Context: an optimization exercise on an open-source flow, tuned for small area and a short achievable clock period. The choices shown serve that exercise and are no tape-out recipe. The RTL was checked by simulation tests, not by an equivalence proof against the original design.

--- design/flow/design.v ---
module fa (input logic a, b, c, output logic s, co);
  assign s = a ^ b ^ c;
  assign co = (a & b) | (a & c) | (b & c);
endmodule
module ha (input logic a, b, output logic s, co);
  assign s = a ^ b;
  assign co = a & b;
endmodule
module multiplier (input logic [15:0] x, y, output logic [15:0] p);
  logic b1_1;
  logic b2_2;
  logic bn_3;
  logic xn4;
  logic xn5;
  logic xn6;
  logic xn7;
  logic xn8;
  logic xn9;
  logic xn10;
  logic xn11;
  logic xn12;
  logic xn13;
  logic xn14;
  logic xn15;
  logic xn16;
  logic xn17;
  logic xn18;
  logic xn19;
  logic xn20;
  logic pp21;
  logic pp22;
  logic pp23;
  logic pp24;
  logic pp25;
  logic pp26;
  logic pp27;
  logic pp28;
  logic pp29;
  logic pp30;
  logic pp31;
  logic pp32;
  logic pp33;
  logic pp34;
  logic pp35;
  logic pp36;
  logic pp37;
  logic pp38;
  logic b1_39;
  logic b2_40;
  logic bn_41;
  logic xn42;
  logic xn43;
  logic xn44;
  logic xn45;
  logic xn46;
  logic xn47;
  logic xn48;
  logic xn49;
  logic xn50;
  logic xn51;
  logic xn52;
  logic xn53;
  logic xn54;
  logic xn55;
  logic xn56;
  logic xn57;
  logic xn58;
  logic pp59;
  logic pp60;
  logic pp61;
  logic pp62;
  logic pp63;
  logic pp64;
  logic pp65;
  logic pp66;
  logic pp67;
  logic pp68;
  logic pp69;
  logic pp70;
  logic pp71;
  logic pp72;
  logic pp73;
  logic pp74;
  logic pp75;
  logic pp76;
  logic b1_77;
  logic b2_78;
  logic bn_79;
  logic xn80;
  logic xn81;
  logic xn82;
  logic xn83;
  logic xn84;
  logic xn85;
  logic xn86;
  logic xn87;
  logic xn88;
  logic xn89;
  logic xn90;
  logic xn91;
  logic xn92;
  logic xn93;
  logic xn94;
  logic xn95;
  logic xn96;
  logic pp97;
  logic pp98;
  logic pp99;
  logic pp100;
  logic pp101;
  logic pp102;
  logic pp103;
  logic pp104;
  logic pp105;
  logic pp106;
  logic pp107;
  logic pp108;
  logic pp109;
  logic pp110;
  logic pp111;
  logic pp112;
  logic pp113;
  logic pp114;
  logic b1_115;
  logic b2_116;
  logic bn_117;
  logic xn118;
  logic xn119;
  logic xn120;
  logic xn121;
  logic xn122;
  logic xn123;
  logic xn124;
  logic xn125;
  logic xn126;
  logic xn127;
  logic xn128;
  logic xn129;
  logic xn130;
  logic xn131;
  logic xn132;
  logic xn133;
  logic xn134;
  logic pp135;
  logic pp136;
  logic pp137;
  logic pp138;
  logic pp139;
  logic pp140;
  logic pp141;
  logic pp142;
  logic pp143;
  logic pp144;
  logic pp145;
  logic pp146;
  logic pp147;
  logic pp148;
  logic pp149;
  logic pp150;
  logic pp151;
  logic pp152;
  logic b1_153;
  logic b2_154;
  logic bn_155;
  logic xn156;
  logic xn157;
  logic xn158;
  logic xn159;
  logic xn160;
  logic xn161;
  logic xn162;
  logic xn163;
  logic xn164;
  logic xn165;
  logic xn166;
  logic xn167;
  logic xn168;
  logic xn169;
  logic xn170;
  logic xn171;
  logic xn172;
  logic pp173;
  logic pp174;
  logic pp175;
  logic pp176;
  logic pp177;
  logic pp178;
  logic pp179;
  logic pp180;
  logic pp181;
  logic pp182;
  logic pp183;
  logic pp184;
  logic pp185;
  logic pp186;
  logic pp187;
  logic pp188;
  logic pp189;
  logic pp190;
  logic b1_191;
  logic b2_192;
  logic bn_193;
  logic xn194;
  logic xn195;
  logic xn196;
  logic xn197;
  logic xn198;
  logic xn199;
  logic xn200;
  logic xn201;
  logic xn202;
  logic xn203;
  logic xn204;
  logic xn205;
  logic xn206;
  logic xn207;
  logic xn208;
  logic xn209;
  logic xn210;
  logic pp211;
  logic pp212;
  logic pp213;
  logic pp214;
  logic pp215;
  logic pp216;
  logic pp217;
  logic pp218;
  logic pp219;
  logic pp220;
  logic pp221;
  logic pp222;
  logic pp223;
  logic pp224;
  logic pp225;
  logic pp226;
  logic pp227;
  logic pp228;
  logic b1_229;
  logic b2_230;
  logic bn_231;
  logic xn232;
  logic xn233;
  logic xn234;
  logic xn235;
  logic xn236;
  logic xn237;
  logic xn238;
  logic xn239;
  logic xn240;
  logic xn241;
  logic xn242;
  logic xn243;
  logic xn244;
  logic xn245;
  logic xn246;
  logic xn247;
  logic xn248;
  logic pp249;
  logic pp250;
  logic pp251;
  logic pp252;
  logic pp253;
  logic pp254;
  logic pp255;
  logic pp256;
  logic pp257;
  logic pp258;
  logic pp259;
  logic pp260;
  logic pp261;
  logic pp262;
  logic pp263;
  logic pp264;
  logic pp265;
  logic pp266;
  logic b1_267;
  logic b2_268;
  logic bn_269;
  logic xn270;
  logic xn271;
  logic xn272;
  logic xn273;
  logic xn274;
  logic xn275;
  logic xn276;
  logic xn277;
  logic xn278;
  logic xn279;
  logic xn280;
  logic xn281;
  logic xn282;
  logic xn283;
  logic xn284;
  logic xn285;
  logic xn286;
  logic pp287;
  logic pp288;
  logic pp289;
  logic pp290;
  logic pp291;
  logic pp292;
  logic pp293;
  logic pp294;
  logic pp295;
  logic pp296;
  logic pp297;
  logic pp298;
  logic pp299;
  logic pp300;
  logic pp301;
  logic pp302;
  logic pp303;
  logic pp304;
  logic pp305;
  logic pp306;
  logic pp307;
  logic pp308;
  logic pp309;
  logic pp310;
  logic pp311;
  logic pp312;
  logic pp313;
  logic pp314;
  logic pp315;
  logic pp316;
  logic pp317;
  logic pp318;
  logic pp319;
  logic pp320;
  logic s321;
  logic c322;
  logic s323;
  logic c324;
  logic s325;
  logic c326;
  logic s327;
  logic c328;
  logic s329;
  logic c330;
  logic s331;
  logic c332;
  logic s333;
  logic c334;
  logic s335;
  logic c336;
  logic s337;
  logic c338;
  logic s339;
  logic c340;
  logic s341;
  logic c342;
  logic s343;
  logic c344;
  logic s345;
  logic c346;
  logic s347;
  logic c348;
  logic s349;
  logic c350;
  logic s351;
  logic c352;
  logic s353;
  logic c354;
  logic s355;
  logic c356;
  logic s357;
  logic c358;
  logic s359;
  logic c360;
  logic s361;
  logic c362;
  logic s363;
  logic c364;
  logic s365;
  logic c366;
  logic s367;
  logic c368;
  logic s369;
  logic c370;
  logic s371;
  logic c372;
  logic s373;
  logic c374;
  logic s375;
  logic c376;
  logic s377;
  logic c378;
  logic s379;
  logic c380;
  logic s381;
  logic c382;
  logic s383;
  logic c384;
  logic s385;
  logic c386;
  logic s387;
  logic c388;
  logic s389;
  logic c390;
  logic s391;
  logic c392;
  logic s393;
  logic c394;
  logic s395;
  logic c396;
  logic s397;
  logic c398;
  logic s399;
  logic c400;
  logic s401;
  logic c402;
  logic s403;
  logic c404;
  logic s405;
  logic c406;
  logic s407;
  logic c408;
  logic s409;
  logic c410;
  logic s411;
  logic c412;
  logic s413;
  logic c414;
  logic s415;
  logic c416;
  logic s417;
  logic c418;
  logic s419;
  logic c420;
  logic s421;
  logic c422;
  logic s423;
  logic c424;
  logic s425;
  logic c426;
  logic s427;
  logic c428;
  logic s429;
  logic c430;
  logic s431;
  logic c432;
  logic s433;
  logic c434;
  logic s435;
  logic c436;
  logic s437;
  logic c438;
  logic s439;
  logic c440;
  logic s441;
  logic c442;
  logic s443;
  logic c444;
  logic s445;
  logic c446;
  logic s447;
  logic c448;
  logic s449;
  logic c450;
  logic s451;
  logic c452;
  logic s453;
  logic c454;
  logic s455;
  logic c456;
  logic s457;
  logic c458;
  logic s459;
  logic c460;
  logic s461;
  logic c462;
  logic s463;
  logic c464;
  logic s465;
  logic c466;
  logic s467;
  logic c468;
  logic s469;
  logic c470;
  logic s471;
  logic c472;
  logic s473;
  logic c474;
  logic s475;
  logic c476;
  logic s477;
  logic c478;
  logic s479;
  logic c480;
  logic s481;
  logic c482;
  logic s483;
  logic c484;
  logic s485;
  logic c486;
  logic s487;
  logic c488;
  logic s489;
  logic c490;
  logic s491;
  logic c492;
  logic s493;
  logic c494;
  logic s495;
  logic c496;
  logic s497;
  logic c498;
  logic s499;
  logic c500;
  logic s501;
  logic c502;
  logic s503;
  logic c504;
  logic s505;
  logic c506;
  logic s507;
  logic c508;
  logic s509;
  logic c510;
  logic s511;
  logic c512;
  logic s513;
  logic c514;
  logic s515;
  logic c516;
  logic s517;
  logic c518;
  logic s519;
  logic c520;
  logic s521;
  logic c522;
  logic s523;
  logic c524;
  logic s525;
  logic c526;
  logic s527;
  logic c528;
  logic s529;
  logic c530;
  logic s531;
  logic c532;
  logic s533;
  logic c534;
  logic s535;
  logic c536;
  logic s537;
  logic c538;
  logic s539;
  logic c540;
  logic s541;
  logic c542;
  logic s543;
  logic c544;
  logic s545;
  logic c546;
  logic s547;
  logic c548;
  logic s549;
  logic c550;
  logic s551;
  logic c552;
  logic s553;
  logic c554;
  logic s555;
  logic c556;
  logic s557;
  logic c558;
  logic s559;
  logic c560;
  logic s561;
  logic c562;
  logic s563;
  logic c564;
  logic s565;
  logic c566;
  logic s567;
  logic c568;
  logic s569;
  logic c570;
  logic s571;
  logic c572;
  logic s573;
  logic c574;
  logic s575;
  logic c576;
  logic s577;
  logic c578;
  logic s579;
  logic c580;
  logic s581;
  logic c582;
  logic s583;
  logic c584;
  assign b1_1 = y[0] ^ 1'b0;
  assign b2_2 = (y[1] & ~y[0] & ~1'b0) | (~y[1] & y[0] & 1'b0);
  assign bn_3 = y[1] & ~(y[0] & 1'b0);
  assign xn4 = x[0] ^ bn_3;
  assign xn5 = x[1] ^ bn_3;
  assign xn6 = x[2] ^ bn_3;
  assign xn7 = x[3] ^ bn_3;
  assign xn8 = x[4] ^ bn_3;
  assign xn9 = x[5] ^ bn_3;
  assign xn10 = x[6] ^ bn_3;
  assign xn11 = x[7] ^ bn_3;
  assign xn12 = x[8] ^ bn_3;
  assign xn13 = x[9] ^ bn_3;
  assign xn14 = x[10] ^ bn_3;
  assign xn15 = x[11] ^ bn_3;
  assign xn16 = x[12] ^ bn_3;
  assign xn17 = x[13] ^ bn_3;
  assign xn18 = x[14] ^ bn_3;
  assign xn19 = x[15] ^ bn_3;
  assign xn20 = 1'b0 ^ bn_3;
  assign pp21 = (b1_1 & xn4) | (b2_2 & bn_3);
  assign pp22 = (b1_1 & xn5) | (b2_2 & xn4);
  assign pp23 = (b1_1 & xn6) | (b2_2 & xn5);
  assign pp24 = (b1_1 & xn7) | (b2_2 & xn6);
  assign pp25 = (b1_1 & xn8) | (b2_2 & xn7);
  assign pp26 = (b1_1 & xn9) | (b2_2 & xn8);
  assign pp27 = (b1_1 & xn10) | (b2_2 & xn9);
  assign pp28 = (b1_1 & xn11) | (b2_2 & xn10);
  assign pp29 = (b1_1 & xn12) | (b2_2 & xn11);
  assign pp30 = (b1_1 & xn13) | (b2_2 & xn12);
  assign pp31 = (b1_1 & xn14) | (b2_2 & xn13);
  assign pp32 = (b1_1 & xn15) | (b2_2 & xn14);
  assign pp33 = (b1_1 & xn16) | (b2_2 & xn15);
  assign pp34 = (b1_1 & xn17) | (b2_2 & xn16);
  assign pp35 = (b1_1 & xn18) | (b2_2 & xn17);
  assign pp36 = (b1_1 & xn19) | (b2_2 & xn18);
  assign pp37 = (b1_1 & xn20) | (b2_2 & xn19);
  assign pp38 = ~bn_3;
  assign b1_39 = y[2] ^ y[1];
  assign b2_40 = (y[3] & ~y[2] & ~y[1]) | (~y[3] & y[2] & y[1]);
  assign bn_41 = y[3] & ~(y[2] & y[1]);
  assign xn42 = x[0] ^ bn_41;
  assign xn43 = x[1] ^ bn_41;
  assign xn44 = x[2] ^ bn_41;
  assign xn45 = x[3] ^ bn_41;
  assign xn46 = x[4] ^ bn_41;
  assign xn47 = x[5] ^ bn_41;
  assign xn48 = x[6] ^ bn_41;
  assign xn49 = x[7] ^ bn_41;
  assign xn50 = x[8] ^ bn_41;
  assign xn51 = x[9] ^ bn_41;
  assign xn52 = x[10] ^ bn_41;
  assign xn53 = x[11] ^ bn_41;
  assign xn54 = x[12] ^ bn_41;
  assign xn55 = x[13] ^ bn_41;
  assign xn56 = x[14] ^ bn_41;
  assign xn57 = x[15] ^ bn_41;
  assign xn58 = 1'b0 ^ bn_41;
  assign pp59 = (b1_39 & xn42) | (b2_40 & bn_41);
  assign pp60 = (b1_39 & xn43) | (b2_40 & xn42);
  assign pp61 = (b1_39 & xn44) | (b2_40 & xn43);
  assign pp62 = (b1_39 & xn45) | (b2_40 & xn44);
  assign pp63 = (b1_39 & xn46) | (b2_40 & xn45);
  assign pp64 = (b1_39 & xn47) | (b2_40 & xn46);
  assign pp65 = (b1_39 & xn48) | (b2_40 & xn47);
  assign pp66 = (b1_39 & xn49) | (b2_40 & xn48);
  assign pp67 = (b1_39 & xn50) | (b2_40 & xn49);
  assign pp68 = (b1_39 & xn51) | (b2_40 & xn50);
  assign pp69 = (b1_39 & xn52) | (b2_40 & xn51);
  assign pp70 = (b1_39 & xn53) | (b2_40 & xn52);
  assign pp71 = (b1_39 & xn54) | (b2_40 & xn53);
  assign pp72 = (b1_39 & xn55) | (b2_40 & xn54);
  assign pp73 = (b1_39 & xn56) | (b2_40 & xn55);
  assign pp74 = (b1_39 & xn57) | (b2_40 & xn56);
  assign pp75 = (b1_39 & xn58) | (b2_40 & xn57);
  assign pp76 = ~bn_41;
  assign b1_77 = y[4] ^ y[3];
  assign b2_78 = (y[5] & ~y[4] & ~y[3]) | (~y[5] & y[4] & y[3]);
  assign bn_79 = y[5] & ~(y[4] & y[3]);
  assign xn80 = x[0] ^ bn_79;
  assign xn81 = x[1] ^ bn_79;
  assign xn82 = x[2] ^ bn_79;
  assign xn83 = x[3] ^ bn_79;
  assign xn84 = x[4] ^ bn_79;
  assign xn85 = x[5] ^ bn_79;
  assign xn86 = x[6] ^ bn_79;
  assign xn87 = x[7] ^ bn_79;
  assign xn88 = x[8] ^ bn_79;
  assign xn89 = x[9] ^ bn_79;
  assign xn90 = x[10] ^ bn_79;
  assign xn91 = x[11] ^ bn_79;
  assign xn92 = x[12] ^ bn_79;
  assign xn93 = x[13] ^ bn_79;
  assign xn94 = x[14] ^ bn_79;
  assign xn95 = x[15] ^ bn_79;
  assign xn96 = 1'b0 ^ bn_79;
  assign pp97 = (b1_77 & xn80) | (b2_78 & bn_79);
  assign pp98 = (b1_77 & xn81) | (b2_78 & xn80);
  assign pp99 = (b1_77 & xn82) | (b2_78 & xn81);
  assign pp100 = (b1_77 & xn83) | (b2_78 & xn82);
  assign pp101 = (b1_77 & xn84) | (b2_78 & xn83);
  assign pp102 = (b1_77 & xn85) | (b2_78 & xn84);
  assign pp103 = (b1_77 & xn86) | (b2_78 & xn85);
  assign pp104 = (b1_77 & xn87) | (b2_78 & xn86);
  assign pp105 = (b1_77 & xn88) | (b2_78 & xn87);
  assign pp106 = (b1_77 & xn89) | (b2_78 & xn88);
  assign pp107 = (b1_77 & xn90) | (b2_78 & xn89);
  assign pp108 = (b1_77 & xn91) | (b2_78 & xn90);
  assign pp109 = (b1_77 & xn92) | (b2_78 & xn91);
  assign pp110 = (b1_77 & xn93) | (b2_78 & xn92);
  assign pp111 = (b1_77 & xn94) | (b2_78 & xn93);
  assign pp112 = (b1_77 & xn95) | (b2_78 & xn94);
  assign pp113 = (b1_77 & xn96) | (b2_78 & xn95);
  assign pp114 = ~bn_79;
  assign b1_115 = y[6] ^ y[5];
  assign b2_116 = (y[7] & ~y[6] & ~y[5]) | (~y[7] & y[6] & y[5]);
  assign bn_117 = y[7] & ~(y[6] & y[5]);
  assign xn118 = x[0] ^ bn_117;
  assign xn119 = x[1] ^ bn_117;
  assign xn120 = x[2] ^ bn_117;
  assign xn121 = x[3] ^ bn_117;
  assign xn122 = x[4] ^ bn_117;
  assign xn123 = x[5] ^ bn_117;
  assign xn124 = x[6] ^ bn_117;
  assign xn125 = x[7] ^ bn_117;
  assign xn126 = x[8] ^ bn_117;
  assign xn127 = x[9] ^ bn_117;
  assign xn128 = x[10] ^ bn_117;
  assign xn129 = x[11] ^ bn_117;
  assign xn130 = x[12] ^ bn_117;
  assign xn131 = x[13] ^ bn_117;
  assign xn132 = x[14] ^ bn_117;
  assign xn133 = x[15] ^ bn_117;
  assign xn134 = 1'b0 ^ bn_117;
  assign pp135 = (b1_115 & xn118) | (b2_116 & bn_117);
  assign pp136 = (b1_115 & xn119) | (b2_116 & xn118);
  assign pp137 = (b1_115 & xn120) | (b2_116 & xn119);
  assign pp138 = (b1_115 & xn121) | (b2_116 & xn120);
  assign pp139 = (b1_115 & xn122) | (b2_116 & xn121);
  assign pp140 = (b1_115 & xn123) | (b2_116 & xn122);
  assign pp141 = (b1_115 & xn124) | (b2_116 & xn123);
  assign pp142 = (b1_115 & xn125) | (b2_116 & xn124);
  assign pp143 = (b1_115 & xn126) | (b2_116 & xn125);
  assign pp144 = (b1_115 & xn127) | (b2_116 & xn126);
  assign pp145 = (b1_115 & xn128) | (b2_116 & xn127);
  assign pp146 = (b1_115 & xn129) | (b2_116 & xn128);
  assign pp147 = (b1_115 & xn130) | (b2_116 & xn129);
  assign pp148 = (b1_115 & xn131) | (b2_116 & xn130);
  assign pp149 = (b1_115 & xn132) | (b2_116 & xn131);
  assign pp150 = (b1_115 & xn133) | (b2_116 & xn132);
  assign pp151 = (b1_115 & xn134) | (b2_116 & xn133);
  assign pp152 = ~bn_117;
  assign b1_153 = y[8] ^ y[7];
  assign b2_154 = (y[9] & ~y[8] & ~y[7]) | (~y[9] & y[8] & y[7]);
  assign bn_155 = y[9] & ~(y[8] & y[7]);
  assign xn156 = x[0] ^ bn_155;
  assign xn157 = x[1] ^ bn_155;
  assign xn158 = x[2] ^ bn_155;
  assign xn159 = x[3] ^ bn_155;
  assign xn160 = x[4] ^ bn_155;
  assign xn161 = x[5] ^ bn_155;
  assign xn162 = x[6] ^ bn_155;
  assign xn163 = x[7] ^ bn_155;
  assign xn164 = x[8] ^ bn_155;
  assign xn165 = x[9] ^ bn_155;
  assign xn166 = x[10] ^ bn_155;
  assign xn167 = x[11] ^ bn_155;
  assign xn168 = x[12] ^ bn_155;
  assign xn169 = x[13] ^ bn_155;
  assign xn170 = x[14] ^ bn_155;
  assign xn171 = x[15] ^ bn_155;
  assign xn172 = 1'b0 ^ bn_155;
  assign pp173 = (b1_153 & xn156) | (b2_154 & bn_155);
  assign pp174 = (b1_153 & xn157) | (b2_154 & xn156);
  assign pp175 = (b1_153 & xn158) | (b2_154 & xn157);
  assign pp176 = (b1_153 & xn159) | (b2_154 & xn158);
  assign pp177 = (b1_153 & xn160) | (b2_154 & xn159);
  assign pp178 = (b1_153 & xn161) | (b2_154 & xn160);
  assign pp179 = (b1_153 & xn162) | (b2_154 & xn161);
  assign pp180 = (b1_153 & xn163) | (b2_154 & xn162);
  assign pp181 = (b1_153 & xn164) | (b2_154 & xn163);
  assign pp182 = (b1_153 & xn165) | (b2_154 & xn164);
  assign pp183 = (b1_153 & xn166) | (b2_154 & xn165);
  assign pp184 = (b1_153 & xn167) | (b2_154 & xn166);
  assign pp185 = (b1_153 & xn168) | (b2_154 & xn167);
  assign pp186 = (b1_153 & xn169) | (b2_154 & xn168);
  assign pp187 = (b1_153 & xn170) | (b2_154 & xn169);
  assign pp188 = (b1_153 & xn171) | (b2_154 & xn170);
  assign pp189 = (b1_153 & xn172) | (b2_154 & xn171);
  assign pp190 = ~bn_155;
  assign b1_191 = y[10] ^ y[9];
  assign b2_192 = (y[11] & ~y[10] & ~y[9]) | (~y[11] & y[10] & y[9]);
  assign bn_193 = y[11] & ~(y[10] & y[9]);
  assign xn194 = x[0] ^ bn_193;
  assign xn195 = x[1] ^ bn_193;
  assign xn196 = x[2] ^ bn_193;
  assign xn197 = x[3] ^ bn_193;
  assign xn198 = x[4] ^ bn_193;
  assign xn199 = x[5] ^ bn_193;
  assign xn200 = x[6] ^ bn_193;
  assign xn201 = x[7] ^ bn_193;
  assign xn202 = x[8] ^ bn_193;
  assign xn203 = x[9] ^ bn_193;
  assign xn204 = x[10] ^ bn_193;
  assign xn205 = x[11] ^ bn_193;
  assign xn206 = x[12] ^ bn_193;
  assign xn207 = x[13] ^ bn_193;
  assign xn208 = x[14] ^ bn_193;
  assign xn209 = x[15] ^ bn_193;
  assign xn210 = 1'b0 ^ bn_193;
  assign pp211 = (b1_191 & xn194) | (b2_192 & bn_193);
  assign pp212 = (b1_191 & xn195) | (b2_192 & xn194);
  assign pp213 = (b1_191 & xn196) | (b2_192 & xn195);
  assign pp214 = (b1_191 & xn197) | (b2_192 & xn196);
  assign pp215 = (b1_191 & xn198) | (b2_192 & xn197);
  assign pp216 = (b1_191 & xn199) | (b2_192 & xn198);
  assign pp217 = (b1_191 & xn200) | (b2_192 & xn199);
  assign pp218 = (b1_191 & xn201) | (b2_192 & xn200);
  assign pp219 = (b1_191 & xn202) | (b2_192 & xn201);
  assign pp220 = (b1_191 & xn203) | (b2_192 & xn202);
  assign pp221 = (b1_191 & xn204) | (b2_192 & xn203);
  assign pp222 = (b1_191 & xn205) | (b2_192 & xn204);
  assign pp223 = (b1_191 & xn206) | (b2_192 & xn205);
  assign pp224 = (b1_191 & xn207) | (b2_192 & xn206);
  assign pp225 = (b1_191 & xn208) | (b2_192 & xn207);
  assign pp226 = (b1_191 & xn209) | (b2_192 & xn208);
  assign pp227 = (b1_191 & xn210) | (b2_192 & xn209);
  assign pp228 = ~bn_193;
  assign b1_229 = y[12] ^ y[11];
  assign b2_230 = (y[13] & ~y[12] & ~y[11]) | (~y[13] & y[12] & y[11]);
  assign bn_231 = y[13] & ~(y[12] & y[11]);
  assign xn232 = x[0] ^ bn_231;
  assign xn233 = x[1] ^ bn_231;
  assign xn234 = x[2] ^ bn_231;
  assign xn235 = x[3] ^ bn_231;
  assign xn236 = x[4] ^ bn_231;
  assign xn237 = x[5] ^ bn_231;
  assign xn238 = x[6] ^ bn_231;
  assign xn239 = x[7] ^ bn_231;
  assign xn240 = x[8] ^ bn_231;
  assign xn241 = x[9] ^ bn_231;
  assign xn242 = x[10] ^ bn_231;
  assign xn243 = x[11] ^ bn_231;
  assign xn244 = x[12] ^ bn_231;
  assign xn245 = x[13] ^ bn_231;
  assign xn246 = x[14] ^ bn_231;
  assign xn247 = x[15] ^ bn_231;
  assign xn248 = 1'b0 ^ bn_231;
  assign pp249 = (b1_229 & xn232) | (b2_230 & bn_231);
  assign pp250 = (b1_229 & xn233) | (b2_230 & xn232);
  assign pp251 = (b1_229 & xn234) | (b2_230 & xn233);
  assign pp252 = (b1_229 & xn235) | (b2_230 & xn234);
  assign pp253 = (b1_229 & xn236) | (b2_230 & xn235);
  assign pp254 = (b1_229 & xn237) | (b2_230 & xn236);
  assign pp255 = (b1_229 & xn238) | (b2_230 & xn237);
  assign pp256 = (b1_229 & xn239) | (b2_230 & xn238);
  assign pp257 = (b1_229 & xn240) | (b2_230 & xn239);
  assign pp258 = (b1_229 & xn241) | (b2_230 & xn240);
  assign pp259 = (b1_229 & xn242) | (b2_230 & xn241);
  assign pp260 = (b1_229 & xn243) | (b2_230 & xn242);
  assign pp261 = (b1_229 & xn244) | (b2_230 & xn243);
  assign pp262 = (b1_229 & xn245) | (b2_230 & xn244);
  assign pp263 = (b1_229 & xn246) | (b2_230 & xn245);
  assign pp264 = (b1_229 & xn247) | (b2_230 & xn246);
  assign pp265 = (b1_229 & xn248) | (b2_230 & xn247);
  assign pp266 = ~bn_231;
  assign b1_267 = y[14] ^ y[13];
  assign b2_268 = (y[15] & ~y[14] & ~y[13]) | (~y[15] & y[14] & y[13]);
  assign bn_269 = y[15] & ~(y[14] & y[13]);
  assign xn270 = x[0] ^ bn_269;
  assign xn271 = x[1] ^ bn_269;
  assign xn272 = x[2] ^ bn_269;
  assign xn273 = x[3] ^ bn_269;
  assign xn274 = x[4] ^ bn_269;
  assign xn275 = x[5] ^ bn_269;
  assign xn276 = x[6] ^ bn_269;
  assign xn277 = x[7] ^ bn_269;
  assign xn278 = x[8] ^ bn_269;
  assign xn279 = x[9] ^ bn_269;
  assign xn280 = x[10] ^ bn_269;
  assign xn281 = x[11] ^ bn_269;
  assign xn282 = x[12] ^ bn_269;
  assign xn283 = x[13] ^ bn_269;
  assign xn284 = x[14] ^ bn_269;
  assign xn285 = x[15] ^ bn_269;
  assign xn286 = 1'b0 ^ bn_269;
  assign pp287 = (b1_267 & xn270) | (b2_268 & bn_269);
  assign pp288 = (b1_267 & xn271) | (b2_268 & xn270);
  assign pp289 = (b1_267 & xn272) | (b2_268 & xn271);
  assign pp290 = (b1_267 & xn273) | (b2_268 & xn272);
  assign pp291 = (b1_267 & xn274) | (b2_268 & xn273);
  assign pp292 = (b1_267 & xn275) | (b2_268 & xn274);
  assign pp293 = (b1_267 & xn276) | (b2_268 & xn275);
  assign pp294 = (b1_267 & xn277) | (b2_268 & xn276);
  assign pp295 = (b1_267 & xn278) | (b2_268 & xn277);
  assign pp296 = (b1_267 & xn279) | (b2_268 & xn278);
  assign pp297 = (b1_267 & xn280) | (b2_268 & xn279);
  assign pp298 = (b1_267 & xn281) | (b2_268 & xn280);
  assign pp299 = (b1_267 & xn282) | (b2_268 & xn281);
  assign pp300 = (b1_267 & xn283) | (b2_268 & xn282);
  assign pp301 = (b1_267 & xn284) | (b2_268 & xn283);
  assign pp302 = (b1_267 & xn285) | (b2_268 & xn284);
  assign pp303 = (b1_267 & xn286) | (b2_268 & xn285);
  assign pp304 = ~bn_269;
  assign pp305 = x[0] & y[15];
  assign pp306 = x[1] & y[15];
  assign pp307 = x[2] & y[15];
  assign pp308 = x[3] & y[15];
  assign pp309 = x[4] & y[15];
  assign pp310 = x[5] & y[15];
  assign pp311 = x[6] & y[15];
  assign pp312 = x[7] & y[15];
  assign pp313 = x[8] & y[15];
  assign pp314 = x[9] & y[15];
  assign pp315 = x[10] & y[15];
  assign pp316 = x[11] & y[15];
  assign pp317 = x[12] & y[15];
  assign pp318 = x[13] & y[15];
  assign pp319 = x[14] & y[15];
  assign pp320 = x[15] & y[15];
  ha us321 (.a(bn_193), .b(pp103), .s(s321), .co(c322));
  ha us323 (.a(pp104), .b(pp140), .s(s323), .co(c324));
  fa us325 (.a(bn_231), .b(pp105), .c(pp141), .s(s325), .co(c326));
  ha us327 (.a(pp177), .b(pp213), .s(s327), .co(c328));
  fa us329 (.a(pp106), .b(pp142), .c(pp178), .s(s329), .co(c330));
  ha us331 (.a(pp214), .b(pp250), .s(s331), .co(c332));
  fa us333 (.a(bn_269), .b(pp107), .c(pp143), .s(s333), .co(c334));
  fa us335 (.a(pp179), .b(pp215), .c(pp251), .s(s335), .co(c336));
  ha us337 (.a(pp287), .b(pp35), .s(s337), .co(c338));
  fa us339 (.a(pp108), .b(pp144), .c(pp180), .s(s339), .co(c340));
  fa us341 (.a(pp216), .b(pp252), .c(pp288), .s(s341), .co(c342));
  ha us343 (.a(pp36), .b(pp72), .s(s343), .co(c344));
  fa us345 (.a(pp305), .b(pp109), .c(pp145), .s(s345), .co(c346));
  fa us347 (.a(pp181), .b(pp217), .c(pp253), .s(s347), .co(c348));
  fa us349 (.a(pp289), .b(pp37), .c(pp73), .s(s349), .co(c350));
  fa us351 (.a(pp306), .b(bn_3), .c(pp110), .s(s351), .co(c352));
  fa us353 (.a(pp146), .b(pp182), .c(pp218), .s(s353), .co(c354));
  fa us355 (.a(pp254), .b(pp290), .c(pp74), .s(s355), .co(c356));
  fa us357 (.a(pp307), .b(bn_3), .c(pp111), .s(s357), .co(c358));
  fa us359 (.a(pp147), .b(pp183), .c(pp219), .s(s359), .co(c360));
  fa us361 (.a(pp255), .b(pp291), .c(pp75), .s(s361), .co(c362));
  fa us363 (.a(pp308), .b(pp38), .c(pp76), .s(s363), .co(c364));
  fa us365 (.a(pp112), .b(pp148), .c(pp184), .s(s365), .co(c366));
  fa us367 (.a(pp220), .b(pp256), .c(pp292), .s(s367), .co(c368));
  assign s369 = ~(pp309 ^ pp113);
  assign c370 = pp309 | pp113;
  fa us371 (.a(pp149), .b(pp185), .c(pp221), .s(s371), .co(c372));
  ha us373 (.a(pp257), .b(pp293), .s(s373), .co(c374));
  fa us375 (.a(pp310), .b(pp114), .c(pp150), .s(s375), .co(c376));
  fa us377 (.a(pp186), .b(pp222), .c(pp258), .s(s377), .co(c378));
  assign s379 = ~(pp311 ^ pp151);
  assign c380 = pp311 | pp151;
  ha us381 (.a(pp187), .b(pp223), .s(s381), .co(c382));
  fa us383 (.a(pp312), .b(pp152), .c(pp188), .s(s383), .co(c384));
  assign s385 = ~pp313;
  assign c386 = pp313;
  ha us387 (.a(bn_117), .b(pp135), .s(s387), .co(c388));
  ha us389 (.a(pp100), .b(pp136), .s(s389), .co(c390));
  fa us391 (.a(bn_155), .b(pp101), .c(pp137), .s(s391), .co(c392));
  ha us393 (.a(pp173), .b(pp29), .s(s393), .co(c394));
  fa us395 (.a(pp102), .b(pp138), .c(pp174), .s(s395), .co(c396));
  ha us397 (.a(pp30), .b(pp66), .s(s397), .co(c398));
  fa us399 (.a(pp139), .b(pp175), .c(pp211), .s(s399), .co(c400));
  fa us401 (.a(pp31), .b(pp67), .c(s321), .s(s401), .co(c402));
  fa us403 (.a(pp176), .b(pp212), .c(pp32), .s(s403), .co(c404));
  fa us405 (.a(pp68), .b(c322), .c(s323), .s(s405), .co(c406));
  fa us407 (.a(pp249), .b(pp33), .c(pp69), .s(s407), .co(c408));
  fa us409 (.a(c324), .b(s327), .c(s325), .s(s409), .co(c410));
  fa us411 (.a(pp34), .b(pp70), .c(c328), .s(s411), .co(c412));
  fa us413 (.a(s331), .b(c326), .c(s329), .s(s413), .co(c414));
  fa us415 (.a(pp71), .b(c332), .c(s337), .s(s415), .co(c416));
  fa us417 (.a(c330), .b(s333), .c(s335), .s(s417), .co(c418));
  fa us419 (.a(c338), .b(s343), .c(c334), .s(s419), .co(c420));
  fa us421 (.a(c336), .b(s339), .c(s341), .s(s421), .co(c422));
  fa us423 (.a(c344), .b(c340), .c(c342), .s(s423), .co(c424));
  fa us425 (.a(s345), .b(s347), .c(s349), .s(s425), .co(c426));
  fa us427 (.a(c346), .b(c348), .c(c350), .s(s427), .co(c428));
  fa us429 (.a(s351), .b(s353), .c(s355), .s(s429), .co(c430));
  fa us431 (.a(c352), .b(c354), .c(c356), .s(s431), .co(c432));
  fa us433 (.a(s357), .b(s359), .c(s361), .s(s433), .co(c434));
  fa us435 (.a(s363), .b(c358), .c(c360), .s(s435), .co(c436));
  fa us437 (.a(c362), .b(s365), .c(s367), .s(s437), .co(c438));
  fa us439 (.a(c364), .b(s373), .c(c366), .s(s439), .co(c440));
  fa us441 (.a(c368), .b(s369), .c(s371), .s(s441), .co(c442));
  fa us443 (.a(pp294), .b(c374), .c(c370), .s(s443), .co(c444));
  fa us445 (.a(c372), .b(s375), .c(s377), .s(s445), .co(c446));
  fa us447 (.a(pp259), .b(pp295), .c(s381), .s(s447), .co(c448));
  fa us449 (.a(c376), .b(c378), .c(s379), .s(s449), .co(c450));
  fa us451 (.a(pp224), .b(pp260), .c(pp296), .s(s451), .co(c452));
  fa us453 (.a(c382), .b(c380), .c(s383), .s(s453), .co(c454));
  fa us455 (.a(s385), .b(pp189), .c(pp225), .s(s455), .co(c456));
  fa us457 (.a(pp261), .b(pp297), .c(c384), .s(s457), .co(c458));
  fa us459 (.a(pp314), .b(pp190), .c(c386), .s(s459), .co(c460));
  fa us461 (.a(pp226), .b(pp262), .c(pp298), .s(s461), .co(c462));
  assign s463 = ~(pp315 ^ pp227);
  assign c464 = pp315 | pp227;
  ha us465 (.a(pp263), .b(pp299), .s(s465), .co(c466));
  fa us467 (.a(pp316), .b(pp228), .c(pp264), .s(s467), .co(c468));
  assign s469 = ~pp317;
  assign c470 = pp317;
  ha us471 (.a(bn_79), .b(pp25), .s(s471), .co(c472));
  ha us473 (.a(pp26), .b(pp62), .s(s473), .co(c474));
  fa us475 (.a(pp27), .b(pp63), .c(pp99), .s(s475), .co(c476));
  fa us477 (.a(pp28), .b(pp64), .c(c388), .s(s477), .co(c478));
  fa us479 (.a(pp65), .b(c390), .c(s393), .s(s479), .co(c480));
  fa us481 (.a(c394), .b(s397), .c(c392), .s(s481), .co(c482));
  fa us483 (.a(c398), .b(c396), .c(s399), .s(s483), .co(c484));
  fa us485 (.a(c400), .b(s403), .c(c402), .s(s485), .co(c486));
  fa us487 (.a(c404), .b(s407), .c(c406), .s(s487), .co(c488));
  fa us489 (.a(c408), .b(s411), .c(c410), .s(s489), .co(c490));
  fa us491 (.a(c412), .b(s415), .c(c414), .s(s491), .co(c492));
  fa us493 (.a(c416), .b(c418), .c(s419), .s(s493), .co(c494));
  fa us495 (.a(c420), .b(c422), .c(s423), .s(s495), .co(c496));
  fa us497 (.a(c424), .b(c426), .c(s427), .s(s497), .co(c498));
  fa us499 (.a(c428), .b(c430), .c(s431), .s(s499), .co(c500));
  fa us501 (.a(c432), .b(c434), .c(s435), .s(s501), .co(c502));
  fa us503 (.a(c436), .b(c438), .c(s439), .s(s503), .co(c504));
  fa us505 (.a(c440), .b(c442), .c(s443), .s(s505), .co(c506));
  fa us507 (.a(s447), .b(c444), .c(c446), .s(s507), .co(c508));
  fa us509 (.a(s451), .b(c448), .c(c450), .s(s509), .co(c510));
  fa us511 (.a(c452), .b(s455), .c(c454), .s(s511), .co(c512));
  fa us513 (.a(s459), .b(c456), .c(s461), .s(s513), .co(c514));
  fa us515 (.a(c460), .b(s465), .c(c462), .s(s515), .co(c516));
  fa us517 (.a(pp300), .b(c466), .c(c464), .s(s517), .co(c518));
  fa us519 (.a(s469), .b(pp265), .c(pp301), .s(s519), .co(c520));
  fa us521 (.a(pp318), .b(pp266), .c(c470), .s(s521), .co(c522));
  assign s523 = ~pp319;
  assign c524 = pp319;
  ha us525 (.a(bn_41), .b(pp23), .s(s525), .co(c526));
  ha us527 (.a(pp24), .b(pp60), .s(s527), .co(c528));
  fa us529 (.a(pp61), .b(pp97), .c(s471), .s(s529), .co(c530));
  fa us531 (.a(pp98), .b(c472), .c(s473), .s(s531), .co(c532));
  fa us533 (.a(c474), .b(s387), .c(s475), .s(s533), .co(c534));
  fa us535 (.a(s389), .b(c476), .c(s477), .s(s535), .co(c536));
  fa us537 (.a(s391), .b(c478), .c(s479), .s(s537), .co(c538));
  fa us539 (.a(s395), .b(c480), .c(s481), .s(s539), .co(c540));
  fa us541 (.a(s401), .b(c482), .c(s483), .s(s541), .co(c542));
  fa us543 (.a(s405), .b(c484), .c(s485), .s(s543), .co(c544));
  fa us545 (.a(s409), .b(c486), .c(s487), .s(s545), .co(c546));
  fa us547 (.a(s413), .b(c488), .c(s489), .s(s547), .co(c548));
  fa us549 (.a(s417), .b(c490), .c(s491), .s(s549), .co(c550));
  fa us551 (.a(s421), .b(c492), .c(s493), .s(s551), .co(c552));
  fa us553 (.a(s425), .b(c494), .c(s495), .s(s553), .co(c554));
  fa us555 (.a(s429), .b(c496), .c(s497), .s(s555), .co(c556));
  fa us557 (.a(s433), .b(c498), .c(s499), .s(s557), .co(c558));
  fa us559 (.a(s437), .b(c500), .c(s501), .s(s559), .co(c560));
  fa us561 (.a(s441), .b(c502), .c(s503), .s(s561), .co(c562));
  fa us563 (.a(s445), .b(c504), .c(s505), .s(s563), .co(c564));
  fa us565 (.a(s449), .b(c506), .c(s507), .s(s565), .co(c566));
  fa us567 (.a(s453), .b(c508), .c(s509), .s(s567), .co(c568));
  fa us569 (.a(s457), .b(c510), .c(s511), .s(s569), .co(c570));
  fa us571 (.a(c458), .b(s513), .c(c512), .s(s571), .co(c572));
  fa us573 (.a(s463), .b(c514), .c(s515), .s(s573), .co(c574));
  fa us575 (.a(s467), .b(c516), .c(s517), .s(s575), .co(c576));
  fa us577 (.a(c468), .b(s519), .c(c518), .s(s577), .co(c578));
  fa us579 (.a(pp302), .b(s521), .c(c520), .s(s579), .co(c580));
  fa us581 (.a(s523), .b(pp303), .c(c522), .s(s581), .co(c582));
  fa us583 (.a(pp320), .b(pp304), .c(c524), .s(s583), .co(c584));
  logic [31:0] ra, rb, sum;
  assign ra = {s583, s581, s579, s577, c574, s573, c570, c568, c566, c564, c562, c560, c558, c556, c554, c552, c550, c548, c546, c544, c542, c540, c538, c536, c534, c532, c530, c528, c526, pp59, pp22, bn_3};
  assign rb = {c582, c580, c578, c576, s575, c572, s571, s569, s567, s565, s563, s561, s559, s557, s555, s553, s551, s549, s547, s545, s543, s541, s539, s537, s535, s533, s531, s529, s527, s525, 1'b0, pp21};
  logic [31:0] g0, p0;
  assign g0 = ra & rb;
  assign p0 = ra ^ rb;
  logic gg1_1, pp1_1;
  assign gg1_1 = g0[1] | (p0[1] & g0[0]);
  assign pp1_1 = p0[1] & p0[0];
  logic gg1_3, pp1_3;
  assign gg1_3 = g0[3] | (p0[3] & g0[2]);
  assign pp1_3 = p0[3] & p0[2];
  logic gg1_5, pp1_5;
  assign gg1_5 = g0[5] | (p0[5] & g0[4]);
  assign pp1_5 = p0[5] & p0[4];
  logic gg1_7, pp1_7;
  assign gg1_7 = g0[7] | (p0[7] & g0[6]);
  assign pp1_7 = p0[7] & p0[6];
  logic gg1_9, pp1_9;
  assign gg1_9 = g0[9] | (p0[9] & g0[8]);
  assign pp1_9 = p0[9] & p0[8];
  logic gg1_11, pp1_11;
  assign gg1_11 = g0[11] | (p0[11] & g0[10]);
  assign pp1_11 = p0[11] & p0[10];
  logic gg1_13, pp1_13;
  assign gg1_13 = g0[13] | (p0[13] & g0[12]);
  assign pp1_13 = p0[13] & p0[12];
  logic gg1_15, pp1_15;
  assign gg1_15 = g0[15] | (p0[15] & g0[14]);
  assign pp1_15 = p0[15] & p0[14];
  logic gg1_17, pp1_17;
  assign gg1_17 = g0[17] | (p0[17] & g0[16]);
  assign pp1_17 = p0[17] & p0[16];
  logic gg1_19, pp1_19;
  assign gg1_19 = g0[19] | (p0[19] & g0[18]);
  assign pp1_19 = p0[19] & p0[18];
  logic gg1_21, pp1_21;
  assign gg1_21 = g0[21] | (p0[21] & g0[20]);
  assign pp1_21 = p0[21] & p0[20];
  logic gg1_23, pp1_23;
  assign gg1_23 = g0[23] | (p0[23] & g0[22]);
  assign pp1_23 = p0[23] & p0[22];
  logic gg1_25, pp1_25;
  assign gg1_25 = g0[25] | (p0[25] & g0[24]);
  assign pp1_25 = p0[25] & p0[24];
  logic gg1_27, pp1_27;
  assign gg1_27 = g0[27] | (p0[27] & g0[26]);
  assign pp1_27 = p0[27] & p0[26];
  logic gg1_29, pp1_29;
  assign gg1_29 = g0[29] | (p0[29] & g0[28]);
  assign pp1_29 = p0[29] & p0[28];
  logic gg1_31, pp1_31;
  assign gg1_31 = g0[31] | (p0[31] & g0[30]);
  assign pp1_31 = p0[31] & p0[30];
  logic gg2_3, pp2_3;
  assign gg2_3 = gg1_3 | (pp1_3 & gg1_1);
  assign pp2_3 = pp1_3 & pp1_1;
  logic gg2_7, pp2_7;
  assign gg2_7 = gg1_7 | (pp1_7 & gg1_5);
  assign pp2_7 = pp1_7 & pp1_5;
  logic gg2_11, pp2_11;
  assign gg2_11 = gg1_11 | (pp1_11 & gg1_9);
  assign pp2_11 = pp1_11 & pp1_9;
  logic gg2_15, pp2_15;
  assign gg2_15 = gg1_15 | (pp1_15 & gg1_13);
  assign pp2_15 = pp1_15 & pp1_13;
  logic gg2_19, pp2_19;
  assign gg2_19 = gg1_19 | (pp1_19 & gg1_17);
  assign pp2_19 = pp1_19 & pp1_17;
  logic gg2_23, pp2_23;
  assign gg2_23 = gg1_23 | (pp1_23 & gg1_21);
  assign pp2_23 = pp1_23 & pp1_21;
  logic gg2_27, pp2_27;
  assign gg2_27 = gg1_27 | (pp1_27 & gg1_25);
  assign pp2_27 = pp1_27 & pp1_25;
  logic gg2_31, pp2_31;
  assign gg2_31 = gg1_31 | (pp1_31 & gg1_29);
  assign pp2_31 = pp1_31 & pp1_29;
  logic gg3_7, pp3_7;
  assign gg3_7 = gg2_7 | (pp2_7 & gg2_3);
  assign pp3_7 = pp2_7 & pp2_3;
  logic gg3_15, pp3_15;
  assign gg3_15 = gg2_15 | (pp2_15 & gg2_11);
  assign pp3_15 = pp2_15 & pp2_11;
  logic gg3_23, pp3_23;
  assign gg3_23 = gg2_23 | (pp2_23 & gg2_19);
  assign pp3_23 = pp2_23 & pp2_19;
  logic gg3_31, pp3_31;
  assign gg3_31 = gg2_31 | (pp2_31 & gg2_27);
  assign pp3_31 = pp2_31 & pp2_27;
  logic gg4_15, pp4_15;
  assign gg4_15 = gg3_15 | (pp3_15 & gg3_7);
  assign pp4_15 = pp3_15 & pp3_7;
  logic gg4_31, pp4_31;
  assign gg4_31 = gg3_31 | (pp3_31 & gg3_23);
  assign pp4_31 = pp3_31 & pp3_23;
  logic gg5_31, pp5_31;
  assign gg5_31 = gg4_31 | (pp4_31 & gg4_15);
  assign pp5_31 = pp4_31 & pp4_15;
  logic gg7_23, pp7_23;
  assign gg7_23 = gg3_23 | (pp3_23 & gg4_15);
  assign pp7_23 = pp3_23 & pp4_15;
  logic gg8_11, pp8_11;
  assign gg8_11 = gg2_11 | (pp2_11 & gg3_7);
  assign pp8_11 = pp2_11 & pp3_7;
  logic gg8_19, pp8_19;
  assign gg8_19 = gg2_19 | (pp2_19 & gg4_15);
  assign pp8_19 = pp2_19 & pp4_15;
  logic gg8_27, pp8_27;
  assign gg8_27 = gg2_27 | (pp2_27 & gg7_23);
  assign pp8_27 = pp2_27 & pp7_23;
  logic gg9_5, pp9_5;
  assign gg9_5 = gg1_5 | (pp1_5 & gg2_3);
  assign pp9_5 = pp1_5 & pp2_3;
  logic gg9_9, pp9_9;
  assign gg9_9 = gg1_9 | (pp1_9 & gg3_7);
  assign pp9_9 = pp1_9 & pp3_7;
  logic gg9_13, pp9_13;
  assign gg9_13 = gg1_13 | (pp1_13 & gg8_11);
  assign pp9_13 = pp1_13 & pp8_11;
  logic gg9_17, pp9_17;
  assign gg9_17 = gg1_17 | (pp1_17 & gg4_15);
  assign pp9_17 = pp1_17 & pp4_15;
  logic gg9_21, pp9_21;
  assign gg9_21 = gg1_21 | (pp1_21 & gg8_19);
  assign pp9_21 = pp1_21 & pp8_19;
  logic gg9_25, pp9_25;
  assign gg9_25 = gg1_25 | (pp1_25 & gg7_23);
  assign pp9_25 = pp1_25 & pp7_23;
  logic gg9_29, pp9_29;
  assign gg9_29 = gg1_29 | (pp1_29 & gg8_27);
  assign pp9_29 = pp1_29 & pp8_27;
  logic gg10_2, pp10_2;
  assign gg10_2 = g0[2] | (p0[2] & gg1_1);
  assign pp10_2 = p0[2] & pp1_1;
  logic gg10_4, pp10_4;
  assign gg10_4 = g0[4] | (p0[4] & gg2_3);
  assign pp10_4 = p0[4] & pp2_3;
  logic gg10_6, pp10_6;
  assign gg10_6 = g0[6] | (p0[6] & gg9_5);
  assign pp10_6 = p0[6] & pp9_5;
  logic gg10_8, pp10_8;
  assign gg10_8 = g0[8] | (p0[8] & gg3_7);
  assign pp10_8 = p0[8] & pp3_7;
  logic gg10_10, pp10_10;
  assign gg10_10 = g0[10] | (p0[10] & gg9_9);
  assign pp10_10 = p0[10] & pp9_9;
  logic gg10_12, pp10_12;
  assign gg10_12 = g0[12] | (p0[12] & gg8_11);
  assign pp10_12 = p0[12] & pp8_11;
  logic gg10_14, pp10_14;
  assign gg10_14 = g0[14] | (p0[14] & gg9_13);
  assign pp10_14 = p0[14] & pp9_13;
  logic gg10_16, pp10_16;
  assign gg10_16 = g0[16] | (p0[16] & gg4_15);
  assign pp10_16 = p0[16] & pp4_15;
  logic gg10_18, pp10_18;
  assign gg10_18 = g0[18] | (p0[18] & gg9_17);
  assign pp10_18 = p0[18] & pp9_17;
  logic gg10_20, pp10_20;
  assign gg10_20 = g0[20] | (p0[20] & gg8_19);
  assign pp10_20 = p0[20] & pp8_19;
  logic gg10_22, pp10_22;
  assign gg10_22 = g0[22] | (p0[22] & gg9_21);
  assign pp10_22 = p0[22] & pp9_21;
  logic gg10_24, pp10_24;
  assign gg10_24 = g0[24] | (p0[24] & gg7_23);
  assign pp10_24 = p0[24] & pp7_23;
  logic gg10_26, pp10_26;
  assign gg10_26 = g0[26] | (p0[26] & gg9_25);
  assign pp10_26 = p0[26] & pp9_25;
  logic gg10_28, pp10_28;
  assign gg10_28 = g0[28] | (p0[28] & gg8_27);
  assign pp10_28 = p0[28] & pp8_27;
  logic gg10_30, pp10_30;
  assign gg10_30 = g0[30] | (p0[30] & gg9_29);
  assign pp10_30 = p0[30] & pp9_29;
  assign sum[0] = p0[0];
  assign sum[31:1] = p0[31:1] ^ {gg10_30, gg9_29, gg10_28, gg8_27, gg10_26, gg9_25, gg10_24, gg7_23, gg10_22, gg9_21, gg10_20, gg8_19, gg10_18, gg9_17, gg10_16, gg4_15, gg10_14, gg9_13, gg10_12, gg8_11, gg10_10, gg9_9, gg10_8, gg3_7, gg10_6, gg9_5, gg10_4, gg2_3, gg10_2, gg1_1, g0[0]};
  assign p = sum[30:15];
endmodule
module divider (input logic [15:0] N,D,IA0,IA1,IA2,IA3,
                input logic clk, reset, kSave, nSave, dSave, kNextSel,
                input logic [1:0] muxSelB,
                output logic [15:0] quotient, remainder);
  logic [15:0] n, d, k, left, right, p;
  logic s0, s1, s2, s3, sk;
  assign s0 = ~reset & kNextSel & (D[14:13] == 2'd0);
  assign s1 = ~reset & kNextSel & (D[14:13] == 2'd1);
  assign s2 = ~reset & kNextSel & (D[14:13] == 2'd2);
  assign s3 = ~reset & kNextSel & (D[14:13] == 2'd3);
  assign sk = ~reset & ~kNextSel;
  assign left = ({16{s0}} & IA0) | ({16{s1}} & IA1) | ({16{s2}} & IA2) | ({16{s3}} & IA3)
              | ({16{sk}} & k);
  always_comb
    case (muxSelB)
      2'd0: right = N;
      2'd1: right = D;
      2'd2: right = n;
      default: right = d;
    endcase
  multiplier mult(.x(left), .y(right), .p(p));
  always_ff @(posedge clk) begin
    if (nSave | reset) n <= p;
    if (dSave | reset) d <= p;
    if (kSave | reset) k <= ~(p | {16{reset}});
    if (nSave | reset) quotient <= n & {16{~reset}};
  end
  assign remainder = 16'b0;
endmodule
--- design/flow/flow/run.sh ---
#!/bin/bash
# Own layout flow: the standard flow (standard.sh) with these changes:
#  - synthesis keeps the full-adder and half-adder modules (fa, ha) as their own modules so
#    each becomes one sky130 fa/ha cell, and extracts adders only inside them (not in the rest
#    of the logic, e.g. the final carry-lookahead adder); the netlist is then flattened and
#    renamed exactly as the standard synthesis script does;
#  - the remaining logic is mapped with flow/abc.script (ABC map with area recovery, no
#    buffering or sizing: the layout's repair sizes cells with real wire loads);
#  - port buffers are small buf cells instead of the default delay-buffer cell;
#  - timing repair aims for extra setup margin (SETUP_SLACK_MARGIN).
set -euo pipefail
W=$PWD
export SYNTH_KEEP_MODULES="fa ha"
export BUFFER_PORTS_ARGS="-buffer_cell sky130_fd_sc_hd__buf_1"
export ABC_AREA=1
export SETUP_SLACK_MARGIN=8.6
sed 's#^  extract_fa {\*}\[dont_use_extract_fa_args\]$#  extract_fa {*}[dont_use_extract_fa_args] fa ha#' \
  "$FLOW_HOME/scripts/synth.tcl" > "$W/synth_mod.tcl"
grep -q 'extract_fa {\*}\[dont_use_extract_fa_args\] fa ha' "$W/synth_mod.tcl"
# abc: our own mapping script (flow/abc.script) in place of ORFS's
sed -i 's#^  log_cmd abc {\*}\$abc_args$#  set abc_args [lreplace $abc_args 1 1 $::env(OWN_ABC_SCRIPT)]\n&#' "$W/synth_mod.tcl"
grep -q 'OWN_ABC_SCRIPT' "$W/synth_mod.tcl"
export OWN_ABC_SCRIPT="$W/flow/abc.script"
sed "s#\$::env(SCRIPTS_DIR)/synth.tcl#$W/synth_mod.tcl#" "$W/synth_recipe.tcl" > "$W/own_synth.tcl"
grep -q "source $W/synth_mod.tcl" "$W/own_synth.tcl"
sed "s#SYNTH_SCRIPT=[^ ]*#SYNTH_SCRIPT=$W/own_synth.tcl#" "$W/standard.sh" > "$W/own_standard.sh"
grep -q "SYNTH_SCRIPT=$W/own_synth.tcl" "$W/own_standard.sh"
bash "$W/own_standard.sh" > "$W/standard_flow.log" 2>&1
--- design/flow/flow/abc.script ---
strash
dch
map -B 0.9
topo
stime -c
--- design/flow/standard.sh ---
#!/bin/bash
# synth_recipe.tcl (not shown) runs the flow's synth.tcl, then flattens the netlist and writes it again
# the make line also repeats each setting of config.mk as NAME=value (left out here)
make -C /OpenROAD-flow-scripts/flow DESIGN_CONFIG=/design/flow/config.mk WORK_HOME=/design/flow/orfs CLKGATE_MAP_FILE= SYNTH_SCRIPT=/design/flow/synth_recipe.tcl "${@:-finish}"
--- design/flow/config.mk ---
export PLATFORM = sky130hd
export DESIGN_NAME = divider
export DESIGN_NICKNAME = divider
export VERILOG_FILES = /design/flow/design.v
export SDC_FILE = /design/flow/constraint.sdc
export NUM_CORES = 4
export LEC_CHECK = 0
export CAP_MARGIN = 20
export CORE_MARGIN = 2
export CORE_UTILIZATION = 40
export CTS_BUF_LIST = sky130_fd_sc_hd__clkbuf_8
export SLEW_MARGIN = 20
--- design/flow/constraint.sdc ---
create_clock -name core_clock -period 18.0 [get_ports {clk}]
set_input_delay 3.6000 -clock core_clock [delete_from_list [all_inputs] [get_ports {clk}]]
set_output_delay 3.6000 -clock core_clock [all_outputs]
set_load 0.01 [all_outputs]
==> results of run 1 <==
worst max-delay path by stage:
stage	from	end	slack, ns
after floorplan	kNextSel	k[14]	8.62
after global placement	muxSelB[0]	k[10]	7.20
after detailed placement	muxSelB[0]	k[13]	7.01
after CTS	muxSelB[0]	k[13]	8.62
after global routing	muxSelB[0]	k[12]	8.54
final	muxSelB[0]	k[13]	8.86
sequential cells by signal (all words and copies together) (netlist names):
signal / cells
d: 16
k: 16
n: 16
quotient: 16
layout make-up:
type                    instances  area share [%]
clock buffers                   9           1.146
flip-flops and latches         64           17.79
inverters                     129           5.084
well taps                     280           3.243
repair buffers                186           9.392
clock inverters                 7          0.7991
multi-input cells             850           62.55
modules after synthesis (local to each module, per instance):
module | times used | cells inside | flip-flops and latches
divider | 1 | 918 | 64
fa | 108 | 1 | 0
ha | 17 | 1 | 0
routing by layer:
layer	vias to the layer above	track usage (%)	routed length, um
li1	3957	-	-
met1	4082	33.24	12470
met2	343	40.50	14130
met3	29	3.119	1881
met4	0	4.631	333
met5	-	0	0
cell families (layout without fill, tap and decap cells):
| family | count (synthesis) | after routing | synth area share [%] |
|---|---|---|---|
| AOI/OAI and AO/OA | 211 | 211 | 15.25 |
| xor gates and xnor gates | 139 | 139 | 13.63 |
| adders and majority gates | 125 | 125 | 26.58 |
| buffers and inverters | 145 | 331 | 6.764 |
| DFF | 64 | 64 | 21.51 |
| other | 1 | 16 | 0.04197 |
| and+or+nand+nor | 358 | 359 | 16.23 |
worst max-delay path, cell delays in order:
cell and delay [ns]:
clkbuf_4 0.23, clkinvlp_4 0.21, nor2_4 0.19, buf_4 0.13
buf_4 0.10, nand2_1 0.05, o2111ai_1 0.10, o21ai_2 0.15
clkinv_1 0.08, nand3_1 0.15, o21ai_1 0.17, clkinv_2 0.17
buf_4 0.21, o22ai_1 0.28, fa_1 0.51, fa_1 0.43
fa_1 0.48, fa_1 0.58, xor2_2 0.28, a31oi_1 0.16
o221ai_1 0.20, nor2_1 0.08, nand2_2 0.15, nand2_1 0.07
nand2_1 0.11, xor2_1 0.26, nor2_1 0.08
layout by cell type, fill, tap and decap left out, types with 4 or more instances in the layout:
master,instances
nor2_4,8
nand2_2,15
or2_2,6
buf_6,5
o21ai_0,23
o22ai_1,121
o221ai_1,5
fa_1,108
a21oi_1,11
nor2_2,13
nor4_2,11
a221oi_1,4
o21ai_1,8
buf_4,59
ha_1,17
o21ai_2,5
clkinv_4,5
a22o_2,12
edfxtp_1,64
clkbuf_8,9
nor2_1,101
clkinv_1,115
xnor2_1,14
xor2_1,123
buf_1,116
nand2_1,159
o2111ai_1,11
nand3_1,36
conb_1,16
clkinv_2,8
timing repair:
action,in CTS,in global routing
setup endpoints to repair,48,46
resized for setup,40,62
setup buffers,25,22
pin swaps,4,4
gates cloned,0,1
==> summary.txt, run 1 <==
status: no timing/DRC/antenna violations
vias in the first global route: 8322
initial DRC count: 771
first-pass GRT wire length: 44.37 mm
Die Width: 153.5 um
crit start category: input pin
crit path time final: 9.140 ns
Total GRT Usage: 23.94%
synth warn: 1
Die H: 153.5 um
area share of the largest cell type after synthesis: 24.20%
Slew @ Worst Pin: 0.8035 ns
via count: 8411
Yosys reg bits: 64
Placement Setup Slack: 7.010 ns
FFs w/ async S/R, synth: 0%
# setup viols final: 0
Skew-Pair Late Insertion Delay: 0.35 ns
unrepaired setup endpoints after global routing: no
CP arrival: 9.23 ns
CTS Hold Buffers Added: 0
Die ar.: 23550 um2
Max Root-Sink Buffers: 2
Rel. slew slack: 46.44%
post-synthesis sequential area ratio: 21.51%
CTS Root Cell: clkbuf_8
largest net degree at the start of global routing: 39
Core Util, Final: 49.35%
CTS clk-pin slew, worst paths: 0.07 ns
post-synthesis cell count: 1043
share of cells above drive strength 1: 14.38%
Hold Path Sink: quotient[1]
Fin Clk Skew: 0.01023 ns
FF/Latch Area: 1922 um2
GRT overflow: 0
filler instances: 2145
HP Class: flop to flop
starting density of the core: 40.82%
Final HPWL DP: 21.40 mm
Final Hold Vio Count: 0
Post-DRT Antenna Nets: 0
Synth Area per Inst: 8.566 um2
hold depth: 2
TritonCTS clock tree: yes
Tcrit/Tclk final: 50.78%
via/cell ratio: 5.515
CP max FO: 10
Final Instance Area: 10800 um2
setup TNS: 0 ns
Post-synth top flop: edfxtp_1
CP Data Required Time: 18.09 ns
Worst R2R End: k[13]
Hold Slack: 0.6011 ns
area grow syn2layout: 20.92%
io pins: 136
Max-Cap Viols: 0
# clock sinks: 64
# rows: 54
initial antenna violation count: 0
DRC Markers: 0
Crit Path Class: input pin to flop
gpl congestion: 0.9160
count leader, synth: nand2_1
core area: 21890 um2
CTS HTree Levels: 3
final WL: 28.81 mm
Post-synth EDFFs: 64
final non-filler cell total: 1525
post-synth top area cell: fa_1
Placed Instances: 1461
max frequency: 109.4 MHz
diode count: 0
origin of the worst min-delay path: n[1]
DRT Pass-1 Iters: 5
Slew Viols, Final: 0
R2R Path Start: n[1]
worst setup margin: 8.860 ns
synth cell count leaders: nand2_1, clkinv_1, o22ai_1, xor2_1, nor2_1
Yosys cell types: 27
Critical Path End Type: flop
cell area after synthesis: 8935 um2
Synth area leaders: fa_1, edfxtp_1, xor2_1
Port Buffers: 119
number of CTS-inserted buffers: 9
Placed Area: 9903 um2
per-cell routed wire length: 18.89 um
Worst Reg-to-Reg Cells: 25
Total Nets Final: 1469
flop2flop setup slack: 12.36 ns
area of the multi-input gates: 6758 um2
==> inputs of run 2 (changes only) <==
--- a/design/flow/flow/run.sh
+++ b/design/flow/flow/run.sh
@@ -13,7 +13,7 @@
 export SYNTH_KEEP_MODULES="fa ha"
 export BUFFER_PORTS_ARGS="-buffer_cell sky130_fd_sc_hd__buf_1"
 export ABC_AREA=1
-export SETUP_SLACK_MARGIN=8.6
+export SETUP_SLACK_MARGIN=8.4
 sed 's#^  extract_fa {\*}\[dont_use_extract_fa_args\]$#  extract_fa {*}[dont_use_extract_fa_args] fa ha#' \
   "$FLOW_HOME/scripts/synth.tcl" > "$W/synth_mod.tcl"
 grep -q 'extract_fa {\*}\[dont_use_extract_fa_args\] fa ha' "$W/synth_mod.tcl"
--- a/design/flow/config.mk
+++ b/design/flow/config.mk
@@ -10,3 +10,4 @@
 export CORE_UTILIZATION = 40
 export CTS_BUF_LIST = sky130_fd_sc_hd__clkbuf_8
 export SLEW_MARGIN = 20
+export TNS_END_PERCENT = 10
==> summary.txt, run 2 <==
synth cell count leaders: nand2_1, clkinv_1, o22ai_1, xor2_1, nor2_1
Rel. slew slack: 46.47%
# clock sinks: 64
GRT overflow: 0
via count: 8208
final non-filler cell total: 1506
Skew-Pair Late Insertion Delay: 0.35 ns
met3 Use GR: 4.281%
CTS clk-pin slew, worst paths: 0.08 ns
CTS HTree Levels: 3
TritonCTS clock tree: yes
Die Width: 153.5 um
largest net degree at the start of global routing: 39
CP arrival: 9.27 ns
Synth Area per Inst: 8.566 um2
Yosys reg bits: 64
CP Data Required Time: 18.09 ns
# rows: 54
Total GRT Usage: 23.53%
crit path time final: 9.172 ns
starting density of the core: 40.82%
setup TNS: 0 ns
final WL: 27.85 mm
initial antenna violation count: 0
Placed Instances: 1461
Worst Reg-to-Reg Cells: 24
Fin Clk Skew: 0.01508 ns
area grow syn2layout: 18.29%
max frequency: 109.0 MHz
Setup crit end: k[11]
CP startpoint: reset
initial DRC count: 642
Die H: 153.5 um
count leader, synth: nand2_1
number of CTS-inserted buffers: 9
Final HPWL DP: 21.77 mm
GRT busiest layer: met2
DRC Markers: 0
flop2flop setup slack: 12.24 ns
cell area after synthesis: 8935 um2
per-cell routed wire length: 18.49 um
Port Buffers: 119
Crit Path Class: input pin to flop
leading cell types in the layout, fill and taps excluded: nand2_1, xor2_1, o22ai_1, buf_1, clkinv_1
status: no timing/DRC/antenna violations
met1 GRT Util: 32.16%
Critical Path End Type: flop
DRT Pass-1 Iters: 5
Max-Cap Viols: 0
gpl congestion: 0.9111
Max Root-Sink Buffers: 2
diode count: 0
Slew Viols, Final: 0
Synth area leaders: fa_1, edfxtp_1, xor2_1
Yosys cell types: 27
CP max FO: 38
Worst R2R End: k[11]
unrepaired setup endpoints after global routing: no
HP Class: flop to flop
Die ar.: 23550 um2
Post-synth top flop: edfxtp_1
via/cell ratio: 5.450
Post-DRT Antenna Nets: 0
Final Hold Vio Count: 0
vias in the first global route: 8148
post-synth top area cell: fa_1
Placed Area: 9903 um2
crit start category: input pin
GR Util met2: 39.29%
post-synthesis sequential area ratio: 21.51%
Tcrit/Tclk final: 50.95%
Final Instance Area: 10570 um2
commonest non-fill, non-tap cell in the layout: nand2_1
Slew @ Worst Pin: 0.8030 ns
io pins: 136
CTS Root Cell: clkbuf_8
first-pass GRT wire length: 43.50 mm
# setup viols final: 0
synth warn: 1
Post-synth EDFFs: 64
Total Nets Final: 1450
R2R Path Start: n[4]
core area: 21890 um2
area share of the largest cell type after synthesis: 24.20%
FFs w/ async S/R, synth: 0%
post-synthesis cell count: 1043
share of cells above drive strength 1: 11.09%
Core Util, Final: 48.28%
==> run 2: cell types whose count changed in the layout (fill, tap and decap cells not counted), moves of 4 or more <==
| cell | delta |
|---|---|
| buf_6 | -4 |
| nand2_1 | +5 |
| clkinv_2 | -6 |
| o21ai_1 | -5 |
| clkinv_4 | -5 |
| nor2_2 | -4 |
| nor2_1 | +6 |
| nand2_2 | -5 |
| buf_4 | -18 |
| o21ai_0 | +8 |
==> run 2: cell type report <==
type / count / area [um2]
Clock inverter: 7 / 87.58
Sequential cell: 64 / 1922
Tap cell: 280 / 350.3
Timing Repair Buffer: 168 / 882.1
Fill cell: 2160 / 11320
Multi-Input combinational cell: 849 / 6628
Inverter: 129 / 575.6
Clock buffer: 9 / 123.9
==> run 2: worst min path at each step <==
stage,end,from,cells after the start
final,quotient[3],n[3],2
after global routing,quotient[8],n[8],2
after CTS,quotient[9],n[9],2
after detailed placement,quotient[9],n[9],2
after global placement,quotient[9],n[9],2
after floorplan,quotient[14],n[14],2
==> run 2: routing by layer <==
metal	up-vias	routed length, um
met5	-	0
met4	0	340
met3	23	2195
met2	322	13500
met1	3955	11810
li1	3908	-
==> run 2: through the flow <==
step	hold slack (ns)	worst slack (ns)
2_1_floorplan	0.5460	8.492
3_3_place_gp	0.5650	7.336
3_5_place_dp	0.5784	7.169
4_1_cts	0.5950	8.474
5_1_grt	0.6315	8.395
6_report	0.5935	8.828
==> run 2: cell families after synthesis <==
family / synth area share [%]
AOI/OAI and AO/OA: 15.25
buffers and inverters: 6.764
and+or+nand+nor: 16.23
adders and majority gates: 26.58
DFF: 21.51
other: 0.04197
xor gates and xnor gates: 13.63
==> run 2: timing repair <==
item / CTS / global route
resized for setup: 27 / 35
setup buffers: 10 / 19
setup endpoints to repair: 48 / 40
pin swaps: 2 / 6
hold buffers: 0 / 0
==> run 2: critical path: stages <==
cell,delay (ns)
buf_1,0.09
clkbuf_8,0.29
clkinv_1,0.10
nand2_1,0.06
nor2_1,0.06
buf_4,0.20
nand2_1,0.07
o221ai_1,0.19
a221oi_1,0.27
buf_4,0.28
xor2_1,0.24
o22ai_1,0.13
fa_1,0.49
fa_1,0.44
fa_1,0.53
fa_1,0.45
nand2_1,0.14
clkinv_1,0.07
nor2_1,0.24
clkinv_1,0.16
nor4_1,0.30
nor2_1,0.08
nand2_1,0.18
nand2_1,0.08
nand2_1,0.10
xor2_1,0.30
nor2_1,0.06
==> run 2: modules after synthesis, one instance, submodules excluded <==
| module | area (um2) | cells inside |
|---|---|---|
| divider | 6560 | 918 |
| fa | 20.02 | 1 |
| ha | 12.51 | 1 |

## afterwards: timing with drivers on the ports
How much do the figures lean on ideal ports? The routed layouts below were timed once more, with nothing changed but the port constraints. Step 1 sets driving cells, clkbuf_16 on the clock port and buf_2 on the other inputs (assumed; they add their load-dependent delay and slew). Step 2 adds t to the input delays and takes it off the output delays; t is the mean of the earliest and latest rising clock arrival at the registers after step 1. Input paths then give back, and output paths get back, about the clock's delay inside the block. a / b / c = no drivers / after step 1 / after step 2; a / b = the first two.
run	t (ns)	slack for setup (ns)	worst setup path at the end	clock arrival spread, ns	worst data-port slew with drivers (ns)
run 1	0.377	8.860 / 8.867 / 8.490	input to register	0.010 / 0.010	0.05
run 2	0.370	8.828 / 8.834 / 8.464	input to register	0.015 / 0.015	0.04
After both steps setup and hold are still met in every run listed. For run 1, which loses most, drivers alone change the setup slack by +0.007 ns; drivers and shift together by -0.370 ns.
